Context: an optimization exercise on an open-source flow, tuned for small area, a short achievable clock period and few clock cycles per item. The choices shown serve that exercise and are no tape-out recipe.
Where RTL was checked, it was by simulation tests only, not by an equivalence proof against the original.
Power and IR drop assume default switching activity.

== branch ember ==
Design conv_128_8_16_1, start of the top module:
module conv_128_8_16_1(clk, reset, x_data, x_valid, x_ready, y_data, y_valid, y_ready);
Size: ~220 flip-flops, about 38 I/O pins.
==> module conv_128_8_16_1, before the edit <==
module conv_128_8_16_1(clk, reset, x_data, x_valid, x_ready, y_data, y_valid, y_ready);
  input clk, reset, x_valid, y_ready;
  input signed [15:0] x_data;
  output logic x_ready, y_valid;
  output logic signed [15:0] y_data;
  function automatic int th(input int k);
    case (k)
      0: th = 344;  1: th = 171;  2: th = 207;  3: th = 697;
      4: th = 140;  5: th = 799;  6: th = 3276; default: th = 399;
    endcase
  endfunction
  function automatic logic [16:0] add17(input logic [16:0] a, input logic [16:0] b, input logic ci);
    logic [16:0] p, g, gg, pp, c;
    p = a ^ b;
    g = a & b;
    g[0] = g[0] | (p[0] & ci);
    gg = g; pp = p;
    for (int l = 1; l <= 4; l++)
      for (int i = (1 << l) - 1; i < 17; i += (1 << l)) begin
        gg[i] = gg[i] | (pp[i] & gg[i - (1 << (l - 1))]);
        pp[i] = pp[i] & pp[i - (1 << (l - 1))];
      end
    for (int l = 3; l >= 1; l--)
      for (int i = (1 << l) + (1 << (l - 1)) - 1; i < 17; i += (1 << l)) begin
        gg[i] = gg[i] | (pp[i] & gg[i - (1 << (l - 1))]);
        pp[i] = pp[i] & pp[i - (1 << (l - 1))];
      end
    c = {gg[15:0], ci};
    add17 = p ^ c;
  endfunction
  function automatic logic [33:0] csa(input logic [16:0] a, input logic [16:0] b, input logic [16:0] c);
    csa = {(a & b) | (a & c) | (b & c), a ^ b ^ c};
  endfunction
  logic signed [15:0] xp;         
  logic signed [16:0] x3p, x5p;
  logic [7:0]         satp;       
  logic               vp;
  logic [6:0]         idx;        
  logic signed [15:0] acc0;       
  logic [16:0]        r1, r2, r3, r4, r5, r6;    
  logic [16:0]        y0, y1;     
  logic               v1;
  logic               run;        
  wire [16:0] x1i = {x_data[15], x_data};
  logic [7:0] sat_n;
  always_comb
    for (int k = 0; k < 8; k++)
      sat_n[k] = (x_data > th(k)) | (x_data < -th(k));
  always_ff @(posedge clk)
    if (run) begin
      xp   <= x_data;
      x3p  <= add17(x1i, x1i << 1, 1'b0);
      x5p  <= add17(x1i, x1i << 2, 1'b0);
      satp <= sat_n;
    end
  wire [16:0] x1 = {xp[15], xp};
  wire        xs = xp[15];
  localparam logic [16:0] PHI = 17'h07fff, PLO = 17'h18000;
  function automatic logic [16:0] satv(input logic s, input logic neg, input logic [16:0] u);
    satv = !s ? u : (xs ^ neg) ? PLO : PHI;
  endfunction
  function automatic logic [16:0] keep(input logic s, input logic [16:0] w);
    keep = s ? 17'h0 : w;
  endfunction
  function automatic logic [16:0] keepn(input logic s, input logic [16:0] v);
    keepn = s ? 17'h1ffff : ~v;
  endfunction
  function automatic logic [16:0] sx(input logic [16:0] r);
    for (int i = 0; i < 15; i++)
      sx[i] = r[16] ? (r[15] & r[i]) : (r[15] | r[i]);
    sx[16:15] = {2{r[16]}};
  endfunction
  wire [16:0] a0 = {acc0[15], acc0}, a1 = sx(r1), a2 = sx(r2), a3 = sx(r3), a4 = sx(r4),
              a5 = sx(r5), a6 = sx(r6);
  wire [16:0] s0 = add17(satv(satp[0], 1'b0, x3p << 5), keepn(satp[0], x1), 1'b1);
  wire [33:0] c1 = csa(a0, satv(satp[1], 1'b0, x3p << 6), keepn(satp[1], x1));
  wire [16:0] s1 = add17(c1[16:0], {c1[32:17], 1'b1}, 1'b0);
  wire [33:0] c2 = csa(a1, satv(satp[2], 1'b0, x5p << 5), keepn(satp[2], x1 << 1));
  wire [16:0] s2 = add17(c2[16:0], {c2[32:17], 1'b1}, 1'b0);
  wire [33:0] c3 = csa(a2, satv(satp[3], 1'b1, x1), keepn(satp[3], x3p << 4));
  wire [16:0] s3 = add17(c3[16:0], {c3[32:17], 1'b1}, 1'b0);
  wire [33:0] c4a = csa(a3, satv(satp[4], 1'b1, x3p << 1), keep(satp[4], x1 << 4));
  wire [33:0] c4 = csa(c4a[16:0], {c4a[32:17], 1'b1}, keepn(satp[4], x1 << 8));
  wire [16:0] s4 = add17(c4[16:0], {c4[32:17], 1'b0}, 1'b0);
  wire [33:0] c5 = csa(a4, keepn(satp[5], x5p << 3), satv(satp[5], 1'b1, ~x1));
  wire [16:0] s5 = add17(c5[16:0], {c5[32:17], 1'b1}, ~satp[5]);
  wire [16:0] s6 = add17(a5, satv(satp[6], 1'b0, x5p << 1), 1'b0);
  wire [33:0] c7 = csa(a6, satv(satp[7], 1'b0, x5p << 4), keep(satp[7], x1 << 1));
  wire [16:0] s7 = add17(c7[16:0], {c7[32:17], 1'b0}, 1'b0);
  always_comb begin
    for (int i = 0; i < 15; i++)
      y_data[i] = ~y0[16] & (y0[15] | y0[i]);
    y_data[15] = 1'b0;
  end
  wire adv  = vp & run;                  
  wire push = adv & (idx >= 7);          
  wire y0_free = ~y_valid | y_ready;
  always_ff @(posedge clk) begin
    if (adv) begin
      acc0 <= s0[15:0];
      r1 <= s1;
      r2 <= s2;
      r3 <= s3;
      r4 <= s4;
      r5 <= s5;
      r6 <= s6;
    end
    if (~v1) y1 <= s7;
    if (y0_free) y0 <= v1 ? y1 : s7;
  end
  logic vp_n, v1_n, run_n;
  logic [6:0] idx_n;
  always_comb begin
    vp_n  = run ? x_valid : vp;
    v1_n  = y0_free ? 1'b0 : (v1 | push);
    idx_n = adv ? idx + 7'd1 : idx;
    run_n = ~(v1_n & vp_n & (idx_n >= 7));
  end
  always_ff @(posedge clk) begin
    if (reset) begin
      vp      <= 1'b0;
      v1      <= 1'b0;
      y_valid <= 1'b0;
      idx     <= 7'd0;
      run     <= 1'b1;
      x_ready <= 1'b1;
    end else begin
      vp      <= vp_n;
      v1      <= v1_n;
      y_valid <= y0_free ? (v1 | push) : 1'b1;
      idx     <= idx_n;
      run     <= run_n;
      x_ready <= run_n;
    end
  end
endmodule
clock: 10.0 ns
lec_check: 0
abc_area: 1
cap_margin: 20
core_margin: 2
core_utilization: 40
slew_margin: 20
standard.sh (not shown) runs the stock make flow with config.mk's settings and CLKGATE_MAP_FILE= SYNTH_SCRIPT=/design/flow/synth_recipe.tcl, a recipe that flattens the netlist after the stock synthesis.
==> flow/flow/run.sh <==
#!/bin/bash
set -euo pipefail
bash standard.sh SETUP_SLACK_MARGIN=6 finish > standard_flow.log 2>&1
Testbench counts of branch ember, summed over its fixed seeds: cycles 8,208, items 7,744.
Setup changes, branch ember to branch pepper
diff --git a/flow/design.v b/flow/design.v
--- a/flow/design.v
+++ b/flow/design.v
@@ -29,18 +29,21 @@
     add17 = p ^ c;
   endfunction
   function automatic logic [33:0] csa(input logic [16:0] a, input logic [16:0] b, input logic [16:0] c);
     csa = {(a & b) | (a & c) | (b & c), a ^ b ^ c};
   endfunction
+  function automatic logic signed [15:0] sat17(input logic [16:0] s);
+    if (s[16] != s[15]) sat17 = s[16] ? 16'sh8000 : 16'sh7fff;
+    else                sat17 = s[15:0];
+  endfunction
   logic signed [15:0] xp;         
   logic signed [16:0] x3p, x5p;
   logic [7:0]         satp;       
   logic               vp;
   logic [6:0]         idx;        
-  logic signed [15:0] acc0;       
-  logic [16:0]        r1, r2, r3, r4, r5, r6;    
-  logic [16:0]        y0, y1;     
+  logic signed [15:0] acc0, acc1, acc2, acc3, acc4, acc5, acc6;
+  logic signed [15:0] y1;         
   logic               v1;
   logic               run;        
   wire [16:0] x1i = {x_data[15], x_data};
   logic [7:0] sat_n;
   always_comb
@@ -63,17 +66,13 @@
     keep = s ? 17'h0 : w;
   endfunction
   function automatic logic [16:0] keepn(input logic s, input logic [16:0] v);
     keepn = s ? 17'h1ffff : ~v;
   endfunction
-  function automatic logic [16:0] sx(input logic [16:0] r);
-    for (int i = 0; i < 15; i++)
-      sx[i] = r[16] ? (r[15] & r[i]) : (r[15] | r[i]);
-    sx[16:15] = {2{r[16]}};
-  endfunction
-  wire [16:0] a0 = {acc0[15], acc0}, a1 = sx(r1), a2 = sx(r2), a3 = sx(r3), a4 = sx(r4),
-              a5 = sx(r5), a6 = sx(r6);
+  wire [16:0] a0 = {acc0[15], acc0}, a1 = {acc1[15], acc1}, a2 = {acc2[15], acc2},
+              a3 = {acc3[15], acc3}, a4 = {acc4[15], acc4}, a5 = {acc5[15], acc5},
+              a6 = {acc6[15], acc6};
   wire [16:0] s0 = add17(satv(satp[0], 1'b0, x3p << 5), keepn(satp[0], x1), 1'b1);
   wire [33:0] c1 = csa(a0, satv(satp[1], 1'b0, x3p << 6), keepn(satp[1], x1));
   wire [16:0] s1 = add17(c1[16:0], {c1[32:17], 1'b1}, 1'b0);
   wire [33:0] c2 = csa(a1, satv(satp[2], 1'b0, x5p << 5), keepn(satp[2], x1 << 1));
   wire [16:0] s2 = add17(c2[16:0], {c2[32:17], 1'b1}, 1'b0);
@@ -85,30 +84,27 @@
   wire [33:0] c5 = csa(a4, keepn(satp[5], x5p << 3), satv(satp[5], 1'b1, ~x1));
   wire [16:0] s5 = add17(c5[16:0], {c5[32:17], 1'b1}, ~satp[5]);
   wire [16:0] s6 = add17(a5, satv(satp[6], 1'b0, x5p << 1), 1'b0);
   wire [33:0] c7 = csa(a6, satv(satp[7], 1'b0, x5p << 4), keep(satp[7], x1 << 1));
   wire [16:0] s7 = add17(c7[16:0], {c7[32:17], 1'b0}, 1'b0);
-  always_comb begin
-    for (int i = 0; i < 15; i++)
-      y_data[i] = ~y0[16] & (y0[15] | y0[i]);
-    y_data[15] = 1'b0;
-  end
+  wire signed [15:0] n7 = sat17(s7);
+  wire signed [15:0] res = n7[15] ? 16'sd0 : n7;    
   wire adv  = vp & run;                  
   wire push = adv & (idx >= 7);          
   wire y0_free = ~y_valid | y_ready;
   always_ff @(posedge clk) begin
     if (adv) begin
-      acc0 <= s0[15:0];
-      r1 <= s1;
-      r2 <= s2;
-      r3 <= s3;
-      r4 <= s4;
-      r5 <= s5;
-      r6 <= s6;
+      acc0 <= sat17(s0);
+      acc1 <= sat17(s1);
+      acc2 <= sat17(s2);
+      acc3 <= sat17(s3);
+      acc4 <= sat17(s4);
+      acc5 <= sat17(s5);
+      acc6 <= sat17(s6);
     end
-    if (~v1) y1 <= s7;
-    if (y0_free) y0 <= v1 ? y1 : s7;
+    if (~v1) y1 <= res;
+    if (y0_free) y_data <= v1 ? y1 : res;
   end
   logic vp_n, v1_n, run_n;
   logic [6:0] idx_n;
   always_comb begin
     vp_n  = run ? x_valid : vp;
Results
Register bit count reported by yosys went down by a few percent going from branch ember to branch pepper.
Compared with branch ember, branch pepper shows a area growth from synthesis to layout that is 7.1 points higher.
branch ember → branch pepper: count of buffers from port buffering rose by 1, achievable frequency lost about 3%, setup slack of the critical path after layout went down.
For branch pepper, only the layout was checked, not whether the RTL still works.

---

## the reference run
The RTL this note starts from:
==> flow/design.v <==
module conv_128_8_16_1(clk, reset, x_data, x_valid, x_ready, y_data, y_valid, y_ready);
  input clk, reset, x_valid, y_ready;
  input signed [15:0] x_data;
  output logic x_ready, y_valid;
  output logic signed [15:0] y_data;
  function automatic int th(input int k);
    case (k)
      0: th = 344;  1: th = 171;  2: th = 207;  3: th = 697;
      4: th = 140;  5: th = 799;  6: th = 3276; default: th = 399;
    endcase
  endfunction
  function automatic logic [16:0] add17(input logic [16:0] a, input logic [16:0] b, input logic ci);
    logic [16:0] p, g, gg, pp, c;
    p = a ^ b;
    g = a & b;
    g[0] = g[0] | (p[0] & ci);
    gg = g; pp = p;
    for (int l = 1; l <= 4; l++)
      for (int i = (1 << l) - 1; i < 17; i += (1 << l)) begin
        gg[i] = gg[i] | (pp[i] & gg[i - (1 << (l - 1))]);
        pp[i] = pp[i] & pp[i - (1 << (l - 1))];
      end
    for (int l = 3; l >= 1; l--)
      for (int i = (1 << l) + (1 << (l - 1)) - 1; i < 17; i += (1 << l)) begin
        gg[i] = gg[i] | (pp[i] & gg[i - (1 << (l - 1))]);
        pp[i] = pp[i] & pp[i - (1 << (l - 1))];
      end
    c = {gg[15:0], ci};
    add17 = p ^ c;
  endfunction
  function automatic logic [33:0] csa(input logic [16:0] a, input logic [16:0] b, input logic [16:0] c);
    csa = {(a & b) | (a & c) | (b & c), a ^ b ^ c};
  endfunction
  logic signed [15:0] xp;         
  logic signed [16:0] x3p, x5p;
  logic [7:0]         satp;       
  logic               vp;
  logic [6:0]         idx;        
  logic signed [15:0] acc0;       
  logic [16:0]        r1, r2, r3, r4, r5, r6;    
  logic [16:0]        y0, y1;     
  logic               v1;
  logic               run;        
  wire [16:0] x1i = {x_data[15], x_data};
  logic [7:0] sat_n;
  always_comb
    for (int k = 0; k < 8; k++)
      sat_n[k] = (x_data > th(k)) | (x_data < -th(k));
  always_ff @(posedge clk)
    if (run) begin
      xp   <= x_data;
      x3p  <= add17(x1i, x1i << 1, 1'b0);
      x5p  <= add17(x1i, x1i << 2, 1'b0);
      satp <= sat_n;
    end
  wire [16:0] x1 = {xp[15], xp};
  wire        xs = xp[15];
  localparam logic [16:0] PHI = 17'h07fff, PLO = 17'h18000;
  function automatic logic [16:0] satv(input logic s, input logic neg, input logic [16:0] u);
    satv = !s ? u : (xs ^ neg) ? PLO : PHI;
  endfunction
  function automatic logic [16:0] keep(input logic s, input logic [16:0] w);
    keep = s ? 17'h0 : w;
  endfunction
  function automatic logic [16:0] keepn(input logic s, input logic [16:0] v);
    keepn = s ? 17'h1ffff : ~v;
  endfunction
  function automatic logic [16:0] sx(input logic [16:0] r);
    for (int i = 0; i < 15; i++)
      sx[i] = r[16] ? (r[15] & r[i]) : (r[15] | r[i]);
    sx[16:15] = {2{r[16]}};
  endfunction
  wire [16:0] a0 = {acc0[15], acc0}, a1 = sx(r1), a2 = sx(r2), a3 = sx(r3), a4 = sx(r4),
              a5 = sx(r5), a6 = sx(r6);
  wire [16:0] s0 = add17(satv(satp[0], 1'b0, x3p << 5), keepn(satp[0], x1), 1'b1);
  wire [33:0] c1 = csa(a0, satv(satp[1], 1'b0, x3p << 6), keepn(satp[1], x1));
  wire [16:0] s1 = add17(c1[16:0], {c1[32:17], 1'b1}, 1'b0);
  wire [33:0] c2 = csa(a1, satv(satp[2], 1'b0, x5p << 5), keepn(satp[2], x1 << 1));
  wire [16:0] s2 = add17(c2[16:0], {c2[32:17], 1'b1}, 1'b0);
  wire [33:0] c3 = csa(a2, satv(satp[3], 1'b1, x1), keepn(satp[3], x3p << 4));
  wire [16:0] s3 = add17(c3[16:0], {c3[32:17], 1'b1}, 1'b0);
  wire [33:0] c4a = csa(a3, satv(satp[4], 1'b1, x3p << 1), keep(satp[4], x1 << 4));
  wire [33:0] c4 = csa(c4a[16:0], {c4a[32:17], 1'b1}, keepn(satp[4], x1 << 8));
  wire [16:0] s4 = add17(c4[16:0], {c4[32:17], 1'b0}, 1'b0);
  wire [33:0] c5 = csa(a4, keepn(satp[5], x5p << 3), satv(satp[5], 1'b1, ~x1));
  wire [16:0] s5 = add17(c5[16:0], {c5[32:17], 1'b1}, ~satp[5]);
  wire [16:0] s6 = add17(a5, satv(satp[6], 1'b0, x5p << 1), 1'b0);
  wire [33:0] c7 = csa(a6, satv(satp[7], 1'b0, x5p << 4), keep(satp[7], x1 << 1));
  wire [16:0] s7 = add17(c7[16:0], {c7[32:17], 1'b0}, 1'b0);
  always_comb begin
    for (int i = 0; i < 15; i++)
      y_data[i] = ~y0[16] & (y0[15] | y0[i]);
    y_data[15] = 1'b0;
  end
  wire adv  = vp & run;                  
  wire push = adv & (idx >= 7);          
  wire y0_free = ~y_valid | y_ready;
  always_ff @(posedge clk) begin
    if (adv) begin
      acc0 <= s0[15:0];
      r1 <= s1;
      r2 <= s2;
      r3 <= s3;
      r4 <= s4;
      r5 <= s5;
      r6 <= s6;
    end
    if (~v1) y1 <= s7;
    if (y0_free) y0 <= v1 ? y1 : s7;
  end
  logic vp_n, v1_n, run_n;
  logic [6:0] idx_n;
  always_comb begin
    vp_n  = run ? x_valid : vp;
    v1_n  = y0_free ? 1'b0 : (v1 | push);
    idx_n = adv ? idx + 7'd1 : idx;
    run_n = ~(v1_n & vp_n & (idx_n >= 7));
  end
  always_ff @(posedge clk) begin
    if (reset) begin
      vp      <= 1'b0;
      v1      <= 1'b0;
      y_valid <= 1'b0;
      idx     <= 7'd0;
      run     <= 1'b1;
      x_ready <= 1'b1;
    end else begin
      vp      <= vp_n;
      v1      <= v1_n;
      y_valid <= y0_free ? (v1 | push) : 1'b1;
      idx     <= idx_n;
      run     <= run_n;
      x_ready <= run_n;
    end
  end
endmodule
clock: 10.0 ns
lec_check: 0
abc_area: 1
cap_margin: 20
core_margin: 2
core_utilization: 40
slew_margin: 20
==> flow/flow/run.sh <==
#!/bin/bash
set -euo pipefail
bash standard.sh SETUP_SLACK_MARGIN=6.25 "BUFFER_PORTS_ARGS=-buffer_cell sky130_fd_sc_hd__buf_4" finish > standard_flow.log 2>&1
Testbench counts of the reference run, summed over its fixed seeds: cycles 8,208, items 7,744.
## Diff of input files: the trial run against the reference run
--- a/flow/design.v
+++ b/flow/design.v
@@ -79,8 +79,8 @@
   wire [16:0] s2 = add17(c2[16:0], {c2[32:17], 1'b1}, 1'b0);
   wire [33:0] c3 = csa(a2, satv(satp[3], 1'b1, x1), keepn(satp[3], x3p << 4));
   wire [16:0] s3 = add17(c3[16:0], {c3[32:17], 1'b1}, 1'b0);
-  wire [33:0] c4a = csa(a3, satv(satp[4], 1'b1, x3p << 1), keep(satp[4], x1 << 4));
-  wire [33:0] c4 = csa(c4a[16:0], {c4a[32:17], 1'b1}, keepn(satp[4], x1 << 8));
+  wire [33:0] c4a = csa(satv(satp[4], 1'b1, x3p << 1), keep(satp[4], x1 << 4), keepn(satp[4], x1 << 8));
+  wire [33:0] c4 = csa(a3, c4a[16:0], {c4a[32:17], 1'b1});
   wire [16:0] s4 = add17(c4[16:0], {c4[32:17], 1'b0}, 1'b0);
   wire [33:0] c5 = csa(a4, keepn(satp[5], x5p << 3), satv(satp[5], 1'b1, ~x1));
   wire [16:0] s5 = add17(c5[16:0], {c5[32:17], 1'b1}, ~satp[5]);
Notes after the runs:
Delta (the trial run minus the reference run): sequential power shrank by about 4%; total wirelength of the detailed-routed design down about 0.9%; cell area after synthesis higher; number of tap cells added at floorplan shows an increase of 1.2%; cell count closely matched the old numbers.
The reference run -> the trial run: share of the clock period used by the worst path flat
Cell count after synthesis: the trial run vs the reference run down 11
The trial run: total net switching power is 360 uW lower than what the reference run reported.
Going from the reference run to the trial run, utilization -1.1 points; met2 demand-to-capacity share in global routing fell by 2.1 points; fraction of layout cells with a size suffix above 1 went up by 0.39 points.
Testbench counts of the trial run, summed over its fixed seeds: cycles 8,208, items 7,744.

-- what the ideal ports hide --
The results above use ideal ports. As a check the final layouts listed here were re-extracted and re-timed, cells and wires unchanged. Step 1, drivers: a clkbuf_16 drives clk and a buf_2 each remaining input, both assumed. Step 2, shift: input delay + t, output delay - t, t = (earliest + latest rising clock arrival at the registers) / 2. This alone moves slack from input paths to output paths. Three values: no drivers, after step 1, after step 2; two values: the first two.
run | t (ns) | setup slack, ns | worst hold slack (ns) | worst register clock-pin slew, ns
branch ember | 0.609 | 6.109 / 6.109 / 5.594 | 0.452 / 0.452 / 0.452 | 0.06 / 0.06
branch pepper | 0.611 | 5.982 / 5.982 / 5.623 | 0.432 / 0.432 / 0.432 | 0.06 / 0.06
the reference run | 0.619 | 6.337 / 6.337 / 5.827 | 0.449 / 0.449 / 0.449 | 0.07 / 0.07
the trial run | 0.591 | 6.336 / 6.336 / 5.782 | 0.447 / 0.447 / 0.447 | 0.06 / 0.06
After both steps every run listed still meets setup and hold. The setup slack of the trial run, which loses most, moves by 0.000 ns with the drivers and by -0.554 ns with both steps.
